What follows belongs to an exercise in optimizing a design on an open flow for small area; a production flow would make more cautious choices. The RTL was checked by simulation tests, not by an equivalence proof against the original design.

==> amber <==
## fm_demod
module fm_demod(
    input clk,
    input rstn,
    input en,
    input [2:0] channel,
    input [9:0] X,
    output [9:0] out,
    output [9:0] un_filtered_out,
    output filter_clk,
    output [16:0] snr
);
Settings: LEC_CHECK=0, CAP_MARGIN=20, CORE_MARGIN=2, CORE_UTILIZATION=40, SLEW_MARGIN=20, SYNTH_HIERARCHICAL=1; clock period 35.0 ns.
run.sh (not shown) runs the stock make flow with config.mk's settings and CLKGATE_MAP_FILE= SYNTH_SCRIPT=/design/flow/synth_recipe.tcl, a recipe that flattens the netlist after the stock synthesis.
==> inputs of fjord, as changes to amber <==
CORE_UTILIZATION = 65   (was 40)
CTS_BUF_LIST = sky130_fd_sc_hd__clkbuf_4 sky130_fd_sc_hd__clkbuf_8   (was default)
CTS_CLUSTER_DIAMETER = 60   (was default)
CTS_CLUSTER_SIZE = 20   (was default)
==> inputs of yarrow, as changes to amber <==
CORE_UTILIZATION = 65   (was 40)
CTS_BUF_LIST = sky130_fd_sc_hd__clkbuf_4 sky130_fd_sc_hd__clkbuf_8   (was default)
==> comparison table <==
                                                                 yarrow                    amber                    fjord
Post-detailed-route wirelength per cell                          24.2 um                  22.6 um                  24.4 um
Run status                                       complete, no violations  complete, no violations  complete, no violations
Layout buffering overhead excluding clock cells                   0.0267                   0.0263                   0.0273
Vias                                                              20,800                   20,300                   20,400
Total global-route track usage                                     0.313                    0.199                    0.307
Final Core Density                                                 0.717                    0.448                    0.700
Area Overhead vs Synth                                             8.61%                    11.0%                    6.09%
Met3 wirelength from detailed routing                            6.40 mm                  3.85 mm                  6.08 mm
H-tree Lvls                                                            3                        2                        2
Unrepaired setup endpoints after global routing                    false                    false                        -
Final worst path period need                                    33.72 ns                 33.46 ns                 33.77 ns
Area taken by flip-flops and latches                         0.0120 mm^2              0.0120 mm^2              0.0120 mm^2
Clock tree cell share of total cell area                          0.0472                   0.0529                   0.0246

---

==> v9: inputs <==
Another version of the RTL of fm_demod (not shown whole).
// fm_demod
module fm_demod(
    input clk,
    input rstn,
    input en,
    input [2:0] channel,
    input [9:0] X,
    output [9:0] out,
    output [9:0] un_filtered_out,
    output filter_clk,
    output [16:0] snr
);
wire filter_ce;
differentiator differentiator(
    .en(en),
    .clk(clk),
    .rstn(rstn),
    .channel(channel),
    .X(X),
    .out(out),
    .filter_clk(filter_clk),
    .un_filtered_out(un_filtered_out),
    .filter_ce_out(filter_ce)
);
SNR_reader SNR_reader(
    .clk(clk),
    .rstn(rstn),
    .ce(filter_ce),
    .filtered(out),
    .un_filtered(un_filtered_out),
    .SNR(snr)
);
endmodule
Settings: LEC_CHECK=0, CAP_MARGIN=20, CORE_MARGIN=2, CORE_UTILIZATION=65, CTS_BUF_LIST=sky130_fd_sc_hd__clkbuf_8 sky130_fd_sc_hd__clkbuf_16, CTS_CLUSTER_DIAMETER=100, CTS_CLUSTER_SIZE=30, SLEW_MARGIN=20, SYNTH_HIERARCHICAL=1; clock period 35.0 ns.
==> inputs of v38, as changes to v9 <==
--- a/flow/design.v
+++ b/flow/design.v
@@ -992,32 +992,27 @@
 wire s_56, s_57;
 wire s_58;
 wire s_59;
 wire s_60, s_61;
 wire s_62;
 wire s_63;
 wire s_64;
-assign s_0 = Q[0] ^ sT[0];
 assign s_1 = Q[0] & sT[0];
-fa_cell s_fa4 (.a(Q[1]), .b(sT[1]), .c(s_1), .s(s_2), .co(s_3));
-fa_cell s_fa6 (.a(Q[2]), .b(sT[2]), .c(s_3), .s(s_4), .co(s_5));
-fa_cell s_fa8 (.a(Q[3]), .b(sT[3]), .c(s_5), .s(s_6), .co(s_7));
-fa_cell s_fa10 (.a(Q[4]), .b(sT[4]), .c(s_7), .s(s_8), .co(s_9));
+assign s_3 = (Q[1] & sT[1]) | (Q[1] & s_1) | (sT[1] & s_1);
+assign s_5 = (Q[2] & sT[2]) | (Q[2] & s_3) | (sT[2] & s_3);
+assign s_7 = (Q[3] & sT[3]) | (Q[3] & s_5) | (sT[3] & s_5);
+assign s_9 = (Q[4] & sT[4]) | (Q[4] & s_7) | (sT[4] & s_7);
 fa_cell s_fa12 (.a(Q[5]), .b(sT[5]), .c(s_9), .s(s_10), .co(s_11));
 fa_cell s_fa14 (.a(Q[6]), .b(sT[6]), .c(s_11), .s(s_12), .co(s_13));
-assign s_14 = s_10 ^ s_12;
 assign s_15 = s_10 & s_12;
 fa_cell s_fa18 (.a(Q[7]), .b(sT[7]), .c(s_13), .s(s_16), .co(s_17));
-assign s_18 = s_15 ^ s_16;
 assign s_19 = s_15 | s_16;
 fa_cell s_fa22 (.a(Q[8]), .b(sT[8]), .c(s_17), .s(s_20), .co(s_21));
-assign s_22 = s_19 ^ s_20;
 assign s_23 = s_19 & s_20;
 fa_cell s_fa26 (.a(Q[9]), .b(sT[9]), .c(s_21), .s(s_24), .co(s_25));
-assign s_26 = s_23 ^ s_24;
 assign s_27 = s_23 & s_24;
 fa_cell s_fa30 (.a(Q[10]), .b(sT[10]), .c(s_25), .s(s_28), .co(s_29));
 assign s_30 = s_27 ^ s_28;
 assign s_31 = s_27 | s_28;
 fa_cell s_fa34 (.a(Q[11]), .b(sT[11]), .c(s_29), .s(s_32), .co(s_33));
 assign s_34 = s_31 ^ s_32;
 assign s_35 = s_31 & s_32;
@@ -1303,15 +1298,14 @@
 wire d_386;
 wire d_387, d_388;
 wire d_389, d_390;
 wire d_391, d_392;
 wire d_393;
 wire d_394, d_395;
 wire d_396;
-assign d_0 = ~(XQ0[0] & XI1[0]) ^ ~(XI0[0] & XQ1[0]);
 assign d_1 = ~~(XQ0[0] & XI1[0]) | ~(XI0[0] & XQ1[0]);
 fa_cell d_fa4 (.a(~(XI0[0] & XQ1[1])), .b(~(XI0[1] & XQ1[0])), .c(d_1), .s(d_2), .co(d_3));
 assign d_4 = ~d_2;
 fa_cell d_fa7 (.a(~(XQ0[0] & XI1[1])), .b(~(XQ0[1] & XI1[0])), .c(d_4), .s(d_5), .co(d_6));
 fa_cell d_fa9 (.a(~(XI0[0] & XQ1[2])), .b(~(XI0[1] & XQ1[1])), .c(~(XI0[2] & XQ1[0])), .s(d_7), .co(d_8));
 fa_cell d_fa11 (.a(~(XQ0[0] & XI1[2])), .b(~(XQ0[1] & XI1[1])), .c(~(XQ0[2] & XI1[0])), .s(d_9), .co(d_10));
 fa_cell d_fa13 (.a(d_9), .b(d_6), .c(d_5), .s(d_11), .co(d_12));
@@ -2332,50 +2326,32 @@
 assign n_511 = qb1 ? n_487 : n_462;
 assign n_512 = qb1 ? n_489 : n_463;
 assign n_513 = qb1 ? n_491 : n_464;
 assign n_514 = qb1 ? n_493 : n_465;
 assign n_515 = qb1 ? n_495 : n_466;
 assign n_516 = qb1 ? n_497 : n_467;
 assign n_517 = qb1 ? n_499 : n_468;
-assign n_518 = F[0] ^ Dn[0];
 assign n_519 = F[0] | Dn[0];
-fa_cell n_fa522 (.a(Dn[1]), .b(n_519), .c(n_502), .s(n_520), .co(n_521));
-fa_cell n_fa524 (.a(Dn[2]), .b(n_503), .c(n_521), .s(n_522), .co(n_523));
-fa_cell n_fa526 (.a(Dn[3]), .b(n_504), .c(n_523), .s(n_524), .co(n_525));
-fa_cell n_fa528 (.a(Dn[4]), .b(n_505), .c(n_525), .s(n_526), .co(n_527));
-fa_cell n_fa530 (.a(Dn[5]), .b(n_506), .c(n_527), .s(n_528), .co(n_529));
-fa_cell n_fa532 (.a(Dn[6]), .b(n_507), .c(n_529), .s(n_530), .co(n_531));
-fa_cell n_fa534 (.a(Dn[7]), .b(n_508), .c(n_531), .s(n_532), .co(n_533));
-fa_cell n_fa536 (.a(Dn[8]), .b(n_509), .c(n_533), .s(n_534), .co(n_535));
-fa_cell n_fa538 (.a(Dn[9]), .b(n_510), .c(n_535), .s(n_536), .co(n_537));
-fa_cell n_fa540 (.a(Dn[10]), .b(n_511), .c(n_537), .s(n_538), .co(n_539));
-fa_cell n_fa542 (.a(Dn[11]), .b(n_512), .c(n_539), .s(n_540), .co(n_541));
-fa_cell n_fa544 (.a(Dn[12]), .b(n_513), .c(n_541), .s(n_542), .co(n_543));
-fa_cell n_fa546 (.a(Dn[13]), .b(n_514), .c(n_543), .s(n_544), .co(n_545));
-fa_cell n_fa548 (.a(Dn[14]), .b(n_515), .c(n_545), .s(n_546), .co(n_547));
-fa_cell n_fa550 (.a(Dn[15]), .b(n_516), .c(n_547), .s(n_548), .co(n_549));
-fa_cell n_fa552 (.a(Dn[16]), .b(n_517), .c(n_549), .s(n_550), .co(n_551));
+assign n_521 = (Dn[1] & n_519) | (Dn[1] & n_502) | (n_519 & n_502);
+assign n_523 = (Dn[2] & n_503) | (Dn[2] & n_521) | (n_503 & n_521);
+assign n_525 = (Dn[3] & n_504) | (Dn[3] & n_523) | (n_504 & n_523);
+assign n_527 = (Dn[4] & n_505) | (Dn[4] & n_525) | (n_505 & n_525);
+assign n_529 = (Dn[5] & n_506) | (Dn[5] & n_527) | (n_506 & n_527);
+assign n_531 = (Dn[6] & n_507) | (Dn[6] & n_529) | (n_507 & n_529);
+assign n_533 = (Dn[7] & n_508) | (Dn[7] & n_531) | (n_508 & n_531);
+assign n_535 = (Dn[8] & n_509) | (Dn[8] & n_533) | (n_509 & n_533);
+assign n_537 = (Dn[9] & n_510) | (Dn[9] & n_535) | (n_510 & n_535);
+assign n_539 = (Dn[10] & n_511) | (Dn[10] & n_537) | (n_511 & n_537);
+assign n_541 = (Dn[11] & n_512) | (Dn[11] & n_539) | (n_512 & n_539);
+assign n_543 = (Dn[12] & n_513) | (Dn[12] & n_541) | (n_513 & n_541);
+assign n_545 = (Dn[13] & n_514) | (Dn[13] & n_543) | (n_514 & n_543);
+assign n_547 = (Dn[14] & n_515) | (Dn[14] & n_545) | (n_515 & n_545);
+assign n_549 = (Dn[15] & n_516) | (Dn[15] & n_547) | (n_516 & n_547);
+assign n_551 = (Dn[16] & n_517) | (Dn[16] & n_549) | (n_517 & n_549);
 assign qb0 = n_551;
-assign n_552 = qb0 ? ~n_518 : F[0];
-assign n_553 = qb0 ? n_520 : n_502;
-assign n_554 = qb0 ? n_522 : n_503;
-assign n_555 = qb0 ? n_524 : n_504;
-assign n_556 = qb0 ? n_526 : n_505;
-assign n_557 = qb0 ? n_528 : n_506;
-assign n_558 = qb0 ? n_530 : n_507;
-assign n_559 = qb0 ? n_532 : n_508;
-assign n_560 = qb0 ? n_534 : n_509;
-assign n_561 = qb0 ? n_536 : n_510;
-assign n_562 = qb0 ? n_538 : n_511;
-assign n_563 = qb0 ? n_540 : n_512;
-assign n_564 = qb0 ? n_542 : n_513;
-assign n_565 = qb0 ? n_544 : n_514;
-assign n_566 = qb0 ? n_546 : n_515;
-assign n_567 = qb0 ? n_548 : n_516;
-assign n_568 = qb0 ? n_550 : n_517;
 wire [16:0] F_add = {n_32, n_30, n_28, n_26, n_24, n_22, n_20, n_18, n_16, n_14, n_12, n_10, n_8, n_6, n_4, n_2, n_0};
 wire [16:0] Dn_add = {n_93, ~n_91, ~n_89, ~n_87, ~n_85, ~n_83, ~n_81, n_79, n_74, n_69, n_64, n_59, n_54, n_49, n_44, n_39, ~n_34};
 wire [16:0] F_a = {n_339, n_338, n_337, n_336, n_335, n_334, n_333, n_332, n_331, n_330, n_329, n_328, F[4], F[3], F[2], F[1], F[0]};
 wire [11:0] q_a = {qa16, qa15, qa14, qa13, qa12, qa11, qa10, qa9, qa8, qa7, qa6, qa5};
 wire [4:0] q_b = {qb4, qb3, qb2, qb1, qb0};
 always @(posedge clk or negedge rstn) begin
     if(~rstn) begin
==> flow/flow/run.sh (new file) <==
#!/bin/bash
# Standard layout, with two changes: ports are buffered with the smallest
# buffer, and clock tree synthesis inserts no dummy loads.
set -e
export BUFFER_PORTS_ARGS="-buffer_cell sky130_fd_sc_hd__buf_1"
export CTS_ARGS="-sink_clustering_enable -repair_clock_nets -sink_clustering_size 30 -sink_clustering_max_diameter 100 -buf_list {sky130_fd_sc_hd__clkbuf_8 sky130_fd_sc_hd__clkbuf_16} -dont_use_dummy_load"
bash standard.sh > standard.log 2>&1
==> flow/standard.sh (new file) <==
#!/bin/bash
# synth_recipe.tcl (not shown) runs the flow's synth.tcl, then flattens the netlist and writes it again
# the make line also repeats each setting of config.mk as NAME=value (left out here)
make -C /OpenROAD-flow-scripts/flow DESIGN_CONFIG=/design/flow/config.mk WORK_HOME=/design/flow/orfs CLKGATE_MAP_FILE= SYNTH_SCRIPT=/design/flow/synth_recipe.tcl "${@:-finish}"
==> flow/config.mk (replaced) <==
export PLATFORM = sky130hd
export DESIGN_NAME = fm_demod
export DESIGN_NICKNAME = fm_demod
export VERILOG_FILES = /design/flow/design.v
export SDC_FILE = /design/flow/constraint.sdc
export NUM_CORES = 4
export LEC_CHECK = 0
export CAP_MARGIN = 5
export CORE_MARGIN = 2
export CORE_UTILIZATION = 65
export CTS_BUF_LIST = sky130_fd_sc_hd__clkbuf_8 sky130_fd_sc_hd__clkbuf_16
export CTS_CLUSTER_DIAMETER = 100
export CTS_CLUSTER_SIZE = 30
export SLEW_MARGIN = 5
export SYNTH_HIERARCHICAL = 1
removed: flow/run.sh
==> inputs of v30, as changes to v9 <==
--- a/flow/config.mk
+++ b/flow/config.mk
@@ -7,9 +7,11 @@
 export LEC_CHECK = 0
 export CAP_MARGIN = 20
 export CORE_MARGIN = 2
 export CORE_UTILIZATION = 65
 export CTS_BUF_LIST = sky130_fd_sc_hd__clkbuf_8 sky130_fd_sc_hd__clkbuf_16
 export CTS_CLUSTER_DIAMETER = 100
 export CTS_CLUSTER_SIZE = 30
+export GPL_ROUTABILITY_DRIVEN = 0
+export GPL_TIMING_DRIVEN = 0
 export SLEW_MARGIN = 20
 export SYNTH_HIERARCHICAL = 1
==> comparison table <==
Non-filler instance count after layout: v9 3298; v30 3430; v38 3336
Clock buf count: v9 23; v30 25; v38 26
Arrival @ worst endpoint: v9 34.17 ns; v30 34.52 ns; v38 34.08 ns
Cells on worst reg2reg path: v9 112; v30 108; v38 101
Wire length of the first global-routing pass: v9 130 mm; v30 134 mm; v38 135 mm
Final worst clock skew: v9 0.0340 ns; v30 0.0298 ns; v38 0.0600 ns
Crit path from: v9 SNR_reader.Dn[16]$_DFFE_PN1P_; v30 SNR_reader.Dn[11]$_DFFE_PN1P_; v38 SNR_reader.Dn[16]$_DFFE_PN1P_
NumNets Final: v9 3349; v30 3478; v38 3384
Slew Limit Headroom: v9 0.317; v30 0.452; v38 0.242
Die Ht: v9 238 um; v30 238 um; v38 238 um
Result of the run: v9 no timing/DRC/antenna violations; v30 no timing/DRC/antenna violations; v38 no timing/DRC/antenna violations
Final non-clock buffer share: v9 0.0259; v30 0.0454; v38 0.0106
Worst hold endpoint: v9 differentiator.filter.P34[0]$_DFF_PN0_; v30 differentiator.filter.P34[1]$_DFF_PN0_; v38 differentiator.filter.P14[4]$_DFF_PN0_
Area of the die: v9 0.0565 mm^2; v30 0.0565 mm^2; v38 0.0565 mm^2
Met1 wire length: v9 36.0 mm; v30 36.0 mm; v38 36.8 mm
Area grow syn2layout: v9 5.46%; v30 8.18%; v38 3.26%
Fraction of synthesized cell area taken by the top area cell type: v9 0.374; v30 0.374; v38 0.363
Average via count per standard cell: v9 6.11; v30 6.12; v38 6.26
Final worst hold slack: v9 0.423 ns; v30 0.429 ns; v38 0.387 ns
Post-Syn Instances: v9 2588; v30 2588; v38 2675
Reg2reg start: v9 SNR_reader.Dn[16]$_DFFE_PN1P_; v30 SNR_reader.Dn[11]$_DFFE_PN1P_; v38 SNR_reader.Dn[16]$_DFFE_PN1P_
Crit Reg-Reg Endpoint: v9 SNR_reader.F[11]$_DFFE_PN0P_; v30 SNR_reader.F[15]$_DFFE_PN0P_; v38 SNR_reader.F[16]$_DFFE_PN0P_
Mean cell area of the mapped netlist: v9 13.7 um^2; v30 13.7 um^2; v38 13.3 um^2
Initial core utilization: v9 0.659; v30 0.659; v38 0.659

[separate check: timing with driven ports]
How much do the figures lean on ideal ports? The routed layouts below were timed once more, with nothing changed but the port constraints.
Step 1: set_driving_cell puts a clkbuf_16 on clk and a buf_2 on each other input, an assumption about the parent block.
Step 2 adds t to the input delays and takes it off the output delays; t is the mean of the earliest and latest rising clock arrival at the registers after step 1. Input paths then give back, and output paths get back, about the clock's delay inside the block.
Slacks: no drivers / after step 1 / after step 2; pairs: no drivers / after step 1.
run | t (ns) | setup slack, ns | worst setup path at the end
amber | 0.705 | 1.541 / 1.541 / 1.541 | register to register
fjord | 0.705 | 1.233 / 1.233 / 1.233 | register to register
yarrow | 0.730 | 1.281 / 1.281 / 1.281 | register to register
v9 | 0.647 | 1.299 / 1.299 / 1.299 | register to register
v38 | 0.639 | 1.351 / 1.351 / 1.351 | register to register
v30 | 0.651 | 1.009 / 1.009 / 1.009 | register to register
After both steps every run listed still meets setup and hold.
